From an optimization exercise on the open Yosys and OpenROAD flow, aimed at small area and a short achievable clock period; shortcuts taken in it are not production practice.
Where RTL was checked, it was by simulation tests only, not by an equivalence proof against the original.
No activity file was given, so power comes from the tool's default toggle rates.

red:
==> flow/design.v <==
`timescale 1ns / 1ps
module mcu_single_cycle(clk, nClear, instr_in, pc_out, write_back_data);
	input clk, nClear;
	input [15:0] instr_in;
	output [15:0] pc_out;
	output [15:0] write_back_data;
	wire [3:0] op = instr_in[15:12];
	wire [3:0] fa = instr_in[11:8];
	wire [3:0] fb = instr_in[7:4];
	wire [3:0] fc = instr_in[3:0];
	wire [15:0] imm = {{12{fc[3]}}, fc};
	wire is_and  = (op == 4'h0);
	wire is_or   = (op == 4'h1);
	wire is_add  = (op == 4'h2);
	wire is_addi = (op == 4'h3);
	wire is_sub  = (op == 4'h6);
	wire is_slt  = (op == 4'h7);
	wire is_lw   = (op == 4'h8);
	wire is_sw   = (op == 4'hA);
	wire is_bne  = (op == 4'hE);
	wire is_jmp  = (op == 4'hF);
	wire reg_write = is_and | is_or | is_add | is_addi | is_sub | is_slt | is_lw;
	wire [3:0] dst = (is_addi | is_lw) ? fb : fc;
	reg [15:0] rf [0:15];
	reg [15:0] valid;
	wire [15:0] sel_a = valid & (16'd1 << fa);
	wire [15:0] sel_b = valid & (16'd1 << fb);
	reg [15:0] ra, rb;
	integer i;
	always @(*) begin
		ra = 16'd0;
		rb = 16'd0;
		for (i = 0; i < 16; i = i + 1) begin
			ra = ra | ({16{sel_a[i]}} & rf[i]);
			rb = rb | ({16{sel_b[i]}} & rf[i]);
		end
	end
	reg [15:0] dm [0:15];
	reg [15:0] sel_m;
	reg [3:0] t;
	integer j;
	always @(*)
		for (j = 0; j < 16; j = j + 1) begin
			t = j[3:0] - fc;
			sel_m[j] = (ra[3:0] == t);
		end
	reg [15:0] mdata;
	always @(*) begin
		mdata = 16'd0;
		for (j = 0; j < 16; j = j + 1)
			mdata = mdata | ({16{sel_m[j]}} & dm[j]);
	end
	wire sub = is_sub | is_slt;
	wire [15:0] opb = is_addi ? imm : (sub ? ~rb : rb);
	wire [15:0] sum = ra + opb + {15'd0, sub};
	wire [15:0] wb = ({16{is_lw}} & mdata)
	               | ({16{is_and}} & (ra & rb))
	               | ({16{is_or}} & (ra | rb))
	               | ({16{is_slt}} & {15'd0, sum[15]})
	               | ({16{is_add | is_addi | is_sub}} & sum);
	assign write_back_data = wb;
	reg [15:0] pc;
	assign pc_out = pc;
	wire taken = is_bne & (ra != rb);
	wire [4:0] k = taken ? ({fc[3], fc} + 5'd1) : 5'd1;
	wire [5:0] lo = {1'b0, pc[4:0]} + {1'b0, k};
	wire [10:0] hi_inc = pc[15:5] + 11'd1;
	wire [10:0] hi_dec = pc[15:5] - 11'd1;
	wire [10:0] hi = (lo[5] & ~k[4]) ? hi_inc : ((~lo[5] & k[4]) ? hi_dec : pc[15:5]);
	wire [15:0] pc_add = {hi, lo[4:0]};
	wire [15:0] pc_next = is_jmp ? {pc_add[15:12], instr_in[11:0]} : pc_add;
	always @(posedge clk or negedge nClear)
		if (!nClear) pc <= 16'd0;
		else pc <= pc_next;
	always @(posedge clk or negedge nClear)
		if (!nClear) valid <= 16'd0;
		else if (reg_write) valid[dst] <= 1'b1;
	always @(posedge clk)
		if (reg_write) rf[dst] <= wb;
	integer w;
	always @(posedge clk)
		for (w = 0; w < 16; w = w + 1)
			if (is_sw & sel_m[w]) dm[w] <= rb;
endmodule
Settings: LEC_CHECK=0, CAP_MARGIN=20, CORE_MARGIN=2, CORE_UTILIZATION=70, PLACE_DENSITY=0.8, SETUP_SLACK_MARGIN=5, SLEW_MARGIN=20, TNS_END_PERCENT=0; clock period 16.0 ns.
standard.sh (not shown) runs the stock make flow with config.mk's settings and CLKGATE_MAP_FILE= SYNTH_SCRIPT=/design/flow/synth_recipe.tcl, a recipe that flattens the netlist after the stock synthesis.
==> flow/flow/run.sh <==
#!/bin/bash
# The standard layout (standard.sh), with these changes:
# - clock tree: small clock buffers, no dummy clock loads
# - port buffers: a plain buffer cell, which the repair steps can resize
# Everything make prints goes to flow.log; ORFS keeps each step's own log under orfs/logs.
here=$PWD
bash standard.sh \
  "CTS_ARGS=-sink_clustering_enable -repair_clock_nets -dont_use_dummy_load -sink_clustering_size 18 -sink_clustering_max_diameter 60 -buf_list {sky130_fd_sc_hd__clkbuf_4 sky130_fd_sc_hd__clkbuf_8}" \
  "BUFFER_PORTS_ARGS=-buffer_cell sky130_fd_sc_hd__buf_2" \
  finish > flow.log 2>&1
The flow did not stop early for red: all stages ran, and the layout cleared the timing, DRC and antenna checks.
#### Input delta (blue over red)
--- a/flow/design.v
+++ b/flow/design.v
@@ -52,6 +52,7 @@
 	end
 	wire sub = is_sub | is_slt;
-	wire [15:0] opb = is_addi ? imm : (sub ? ~rb : rb);
-	wire [15:0] sum = ra + opb + {15'd0, sub};
+	wire [15:0] add_res = ra + (is_addi ? imm : rb);
+	wire [15:0] sub_res = ra - rb;
+	wire [15:0] sum = sub ? sub_res : add_res;
 	wire [15:0] wb = ({16{is_lw}} & mdata)
 	               | ({16{is_and}} & (ra & rb))
Notes after the runs:
Power per standard cell area is higher on blue. The number of cells on the critical path in blue sits 4 below the value recorded for red. Taking red as the reference point, the post-synthesis adder-cell area fraction of blue rises by 0.73 points. [blue vs red] clock share of power: lower in blue. On final worst-path cycle share, the higher figure sits with blue, not red. Summary of blue over red: data required time of the critical path was more or less identical, wire length on met3 went up by 0.63%.
The RTL of blue was laid out without a check of its function.

---

RTL: the design.v shown in full above, as it stands there.
==> flow/config.mk <==
export PLATFORM = sky130hd
export DESIGN_NAME = mcu_single_cycle
export DESIGN_NICKNAME = mcu_single_cycle
export VERILOG_FILES = /design/flow/design.v
export SDC_FILE = /design/flow/constraint.sdc
export NUM_CORES = 4
export LEC_CHECK = 0
export CAP_MARGIN = 20
export CORE_MARGIN = 2
export CORE_UTILIZATION = 65
export PLACE_DENSITY = 0.75
export SETUP_SLACK_MARGIN = 5
export SLEW_MARGIN = 20
==> flow/constraint.sdc <==
create_clock -name core_clock -period 16.0 [get_ports {clk}]
set_input_delay 3.2000 -clock core_clock [delete_from_list [all_inputs] [get_ports {clk}]]
set_output_delay 3.2000 -clock core_clock [all_outputs]
set_load 0.01 [all_outputs]
==> flow/flow/run.sh <==
#!/bin/bash
# The standard layout (standard.sh), with these changes:
# - clock tree: small clock buffers, no dummy clock loads
# - port buffers: a plain buffer cell, which the repair steps can resize
# Everything make prints goes to flow.log; ORFS keeps each step's own log under orfs/logs.
here=$PWD
bash standard.sh \
  "CTS_ARGS=-sink_clustering_enable -repair_clock_nets -dont_use_dummy_load -sink_clustering_size 18 -sink_clustering_max_diameter 60 -buf_list {sky130_fd_sc_hd__clkbuf_4 sky130_fd_sc_hd__clkbuf_8}" \
  "BUFFER_PORTS_ARGS=-buffer_cell sky130_fd_sc_hd__buf_4" \
  "SLEW_MARGIN=0" \
  "CAP_MARGIN=0" \
  finish > flow.log 2>&1
Change:
--- a/flow/design.v
+++ b/flow/design.v
@@ -38,13 +38,23 @@
 	reg [15:0] dm [0:15];
 	reg [15:0] sel_m;
 	reg [3:0] t;
 	integer j;
-	always @(*)
-		for (j = 0; j < 16; j = j + 1) begin
-			t = j[3:0] - fc;
-			sel_m[j] = (ra[3:0] == t);
+	reg [3:0] m_lo;
+	reg [3:0] m_hi0, m_hi1;
+	reg [1:0] d;
+	always @(*) begin
+		for (j = 0; j < 4; j = j + 1) begin
+			d = j[1:0] - fc[1:0];
+			m_lo[j] = (ra[1:0] == d);
+			d = j[1:0] - fc[3:2];
+			m_hi0[j] = (ra[3:2] == d);
+			d = j[1:0] - fc[3:2] - 2'd1;
+			m_hi1[j] = (ra[3:2] == d);
 		end
+		for (j = 0; j < 16; j = j + 1)
+			sel_m[j] = m_lo[j % 4] & ((j % 4 < fc[1:0]) ? m_hi1[j / 4] : m_hi0[j / 4]);
+	end
 	reg [15:0] mdata;
 	always @(*) begin
 		mdata = 16'd0;
 		for (j = 0; j < 16; j = j + 1)
@@ -63,11 +73,21 @@
 	assign pc_out = pc;
 	wire taken = is_bne & (ra != rb);
 	wire [4:0] k = taken ? ({fc[3], fc} + 5'd1) : 5'd1;
 	wire [5:0] lo = {1'b0, pc[4:0]} + {1'b0, k};
-	wire [10:0] hi_inc = pc[15:5] + 11'd1;
-	wire [10:0] hi_dec = pc[15:5] - 11'd1;
-	wire [10:0] hi = (lo[5] & ~k[4]) ? hi_inc : ((~lo[5] & k[4]) ? hi_dec : pc[15:5]);
+	wire up = lo[5] & ~k[4];
+	wire down = ~lo[5] & k[4];
+	reg [10:0] ones, zeros;
+	integer h;
+	always @(*) begin
+		ones[0] = 1'b1;
+		zeros[0] = 1'b1;
+		for (h = 1; h < 11; h = h + 1) begin
+			ones[h] = ones[h-1] & pc[4+h];
+			zeros[h] = zeros[h-1] & ~pc[4+h];
+		end
+	end
+	wire [10:0] hi = pc[15:5] ^ (({11{up}} & ones) | ({11{down}} & zeros));
 	wire [15:0] pc_add = {hi, lo[4:0]};
 	wire [15:0] pc_next = is_jmp ? {pc_add[15:12], instr_in[11:0]} : pc_add;
 	always @(posedge clk or negedge nClear)
 		if (!nClear) pc <= 16'd0;
Result: Sequential power barely changes; count of clock-buffer cells in the layout goes up by 2; die area stays flat; total power goes up by 0.33%; flip-flop and latch count stays the same; via count goes up by 1.9%; clock power goes up by about 3%.
Only the layout flow was run in the second run of this note; the RTL was not checked for function there.

---

== run a ==
mcu_single_cycle, a different RTL version from the one above (not shown whole).
For scale: about 1900 cells after synthesis, roughly 50 I/O pins.
==> module mcu_single_cycle, before the edit <==
module mcu_single_cycle(clk, nClear, instr_in, pc_out, write_back_data);
	input clk, nClear;
	input [15:0] instr_in;
	output [15:0] pc_out;
	output [15:0] write_back_data;
	wire [3:0] op = instr_in[15:12];
	wire [3:0] fa = instr_in[11:8];
	wire [3:0] fb = instr_in[7:4];
	wire [3:0] fc = instr_in[3:0];
	wire [15:0] imm = {{12{fc[3]}}, fc};
	wire is_and  = (op == 4'h0);
	wire is_or   = (op == 4'h1);
	wire is_add  = (op == 4'h2);
	wire is_addi = (op == 4'h3);
	wire is_sub  = (op == 4'h6);
	wire is_slt  = (op == 4'h7);
	wire is_lw   = (op == 4'h8);
	wire is_sw   = (op == 4'hA);
	wire is_bne  = (op == 4'hE);
	wire is_jmp  = (op == 4'hF);
	wire reg_write = is_and | is_or | is_add | is_addi | is_sub | is_slt | is_lw;
	wire [3:0] dst = (is_addi | is_lw) ? fb : fc;
	reg [15:0] rf [0:15];
	reg [15:0] valid;
	wire [15:0] sel_a = valid & (16'd1 << fa);
	wire [15:0] sel_b = valid & (16'd1 << fb);
	reg [15:0] ra, rb;
	integer i;
	always @(*) begin
		ra = 16'd0;
		rb = 16'd0;
		for (i = 0; i < 16; i = i + 1) begin
			ra = ra | ({16{sel_a[i]}} & rf[i]);
			rb = rb | ({16{sel_b[i]}} & rf[i]);
		end
	end
	reg [15:0] dm [0:15];
	reg [15:0] sel_m;
	reg [3:0] t;
	integer j;
	integer v;
	always @(*)
		for (j = 0; j < 16; j = j + 1) begin
			t = 4'd0;
			for (v = 0; v < 16; v = v + 1)
				if (fc == v) t = j - v;
			sel_m[j] = (ra[3:0] == t);
		end
	reg [15:0] mdata;
	always @(*) begin
		mdata = 16'd0;
		for (j = 0; j < 16; j = j + 1)
			mdata = mdata | ({16{sel_m[j]}} & dm[j]);
	end
	wire sub = is_sub | is_slt;
	wire [15:0] opb = is_addi ? imm : (sub ? ~rb : rb);
	wire [15:0] sum = ra + opb + {15'd0, sub};
	wire [15:0] wb = ({16{is_lw}} & mdata)
	               | ({16{is_and}} & (ra & rb))
	               | ({16{is_or}} & (ra | rb))
	               | ({16{is_slt}} & {15'd0, sum[15]})
	               | ({16{is_add | is_addi | is_sub}} & sum);
	assign write_back_data = wb;
	reg [15:0] pc;
	assign pc_out = pc;
	wire taken = is_bne & (ra != rb);
	wire [4:0] k = taken ? ({fc[3], fc} + 5'd1) : 5'd1;
	wire [5:0] lo = {1'b0, pc[4:0]} + {1'b0, k};
	wire up = lo[5] & ~k[4];
	wire down = ~lo[5] & k[4];
	reg [10:0] ones, zeros;
	integer h;
	always @(*) begin
		ones[0] = 1'b1;
		zeros[0] = 1'b1;
		for (h = 1; h < 11; h = h + 1) begin
			ones[h] = ones[h-1] & pc[4+h];
			zeros[h] = zeros[h-1] & ~pc[4+h];
		end
	end
	wire [10:0] hi = pc[15:5] ^ (({11{up}} & ones) | ({11{down}} & zeros));
	wire [15:0] pc_add = {hi, lo[4:0]};
	wire [15:0] pc_next = is_jmp ? {pc_add[15:12], instr_in[11:0]} : pc_add;
	always @(posedge clk or negedge nClear)
		if (!nClear) pc <= 16'd0;
		else pc <= pc_next;
	always @(posedge clk or negedge nClear)
		if (!nClear) valid <= 16'd0;
		else if (reg_write) valid[dst] <= 1'b1;
	always @(posedge clk)
		if (reg_write) rf[dst] <= wb;
	integer w;
	always @(posedge clk)
		for (w = 0; w < 16; w = w + 1)
			if (is_sw & sel_m[w]) dm[w] <= rb;
endmodule
clock: 16.0 ns
lec_check: 0
cap_margin: 20
core_margin: 2
core_utilization: 65
place_density: 0.75
setup_slack_margin: 5
slew_margin: 20
==> flow/flow/run.sh <==
#!/bin/bash
# The standard layout (standard.sh), with these changes:
# - clock tree: small clock buffers, no dummy clock loads
# - port buffers: a plain buffer cell, which the repair steps can resize
# Everything make prints goes to flow.log; ORFS keeps each step's own log under orfs/logs.
here=$PWD
bash standard.sh \
  "CTS_ARGS=-sink_clustering_enable -repair_clock_nets -dont_use_dummy_load -sink_clustering_size 18 -sink_clustering_max_diameter 60 -buf_list {sky130_fd_sc_hd__clkbuf_4 sky130_fd_sc_hd__clkbuf_8}" \
  "BUFFER_PORTS_ARGS=-buffer_cell sky130_fd_sc_hd__buf_4" \
  finish > flow.log 2>&1
Run a ended with every stage complete and zero timing, DRC or antenna violations.
## Diff of input files: run b against run a
--- a/flow/design.v
+++ b/flow/design.v
@@ -40,12 +40,19 @@
 	reg [3:0] t;
 	integer j;
-	integer v;
-	always @(*)
-		for (j = 0; j < 16; j = j + 1) begin
-			t = 4'd0;
-			for (v = 0; v < 16; v = v + 1)
-				if (fc == v) t = j - v;
-			sel_m[j] = (ra[3:0] == t);
+	reg [3:0] m_lo;
+	reg [3:0] m_hi0, m_hi1;
+	reg [1:0] d;
+	always @(*) begin
+		for (j = 0; j < 4; j = j + 1) begin
+			d = j[1:0] - fc[1:0];
+			m_lo[j] = (ra[1:0] == d);
+			d = j[1:0] - fc[3:2];
+			m_hi0[j] = (ra[3:2] == d);
+			d = j[1:0] - fc[3:2] - 2'd1;
+			m_hi1[j] = (ra[3:2] == d);
 		end
+		for (j = 0; j < 16; j = j + 1)
+			sel_m[j] = m_lo[j % 4] & ((j % 4 < fc[1:0]) ? m_hi1[j / 4] : m_hi0[j / 4]);
+	end
 	reg [15:0] mdata;
 	always @(*) begin
### Flow results
The post-synthesis mux area share in run b sits 1.1 points above the value recorded for run a.
Between run b and run a, it is run b whose combined area of the multi-input logic cells is lower, by 480 µm².
The post-layout utilization of the core of run a and that of run b are within noise of each other.
| maximum achievable frequency | run b vs run a | worse |
Row count of run b falls short of that of run a slightly.
Going from run a to run b, the sequential share of layout area was found to have gone up by 1.5 points.
Looking at setup slack across both flows, run b is the weaker of the two, with run a ahead.
[compare] base=run a new=run b: met3 wirelength from detailed routing grew by 4000 µm, data arrival time of the worst path saw an increase, routed wire length now larger.
The final reports for run b and run a show final standard cell area without fillers lower in the former.
Clock buffer count for run b: 2.4% up relative to run a
Looking at total power after layout across both flows, run b is the stronger of the two, with run a trailing.
No run of this note included a check of the RTL's function; only the layout flow was run.

==> separate check: timing with driven ports <==
No port has a modelled driver above. Below, the same layouts with a new extraction and two added sets of constraints.
Step 1 assumes that a clkbuf_16 drives the clock port and a buf_2 every other input.
Step 2 moves the port delays by t, midway between the first and last clock arrival at a register: inputs arrive t later, outputs are due t later. That takes back most of the time a late clock gives input paths.
a / b / c = ideal ports / drivers / drivers and shift; a / b = the first two.
run	t (ns)	setup slack, ns	worst hold slack (ns)	worst register clock-pin slew, ns	pins driven straight from the clock port
red	0.689	5.084 / 5.063 / 5.063	0.467 / 0.467 / 0.467	0.11 / 0.11	1
blue	0.677	5.029 / 5.005 / 5.005	0.476 / 0.476 / 0.476	0.12 / 0.12	1
the first run of note 2	0.682	5.132 / 5.108 / 5.108	0.488 / 0.488 / 0.488	0.12 / 0.12	1
the second run of note 2	0.682	5.034 / 5.005 / 5.005	0.472 / 0.472 / 0.472	0.11 / 0.11	1
run a	0.669	5.093 / 5.070 / 5.070	0.469 / 0.469 / 0.469	0.11 / 0.11	1
run b	0.686	5.055 / 5.025 / 5.025	0.470 / 0.470 / 0.470	0.11 / 0.11	1
After both steps setup and hold are still met in every run listed. The setup slack of run b, which loses most, moves by -0.030 ns with the drivers and by -0.030 ns with both steps.
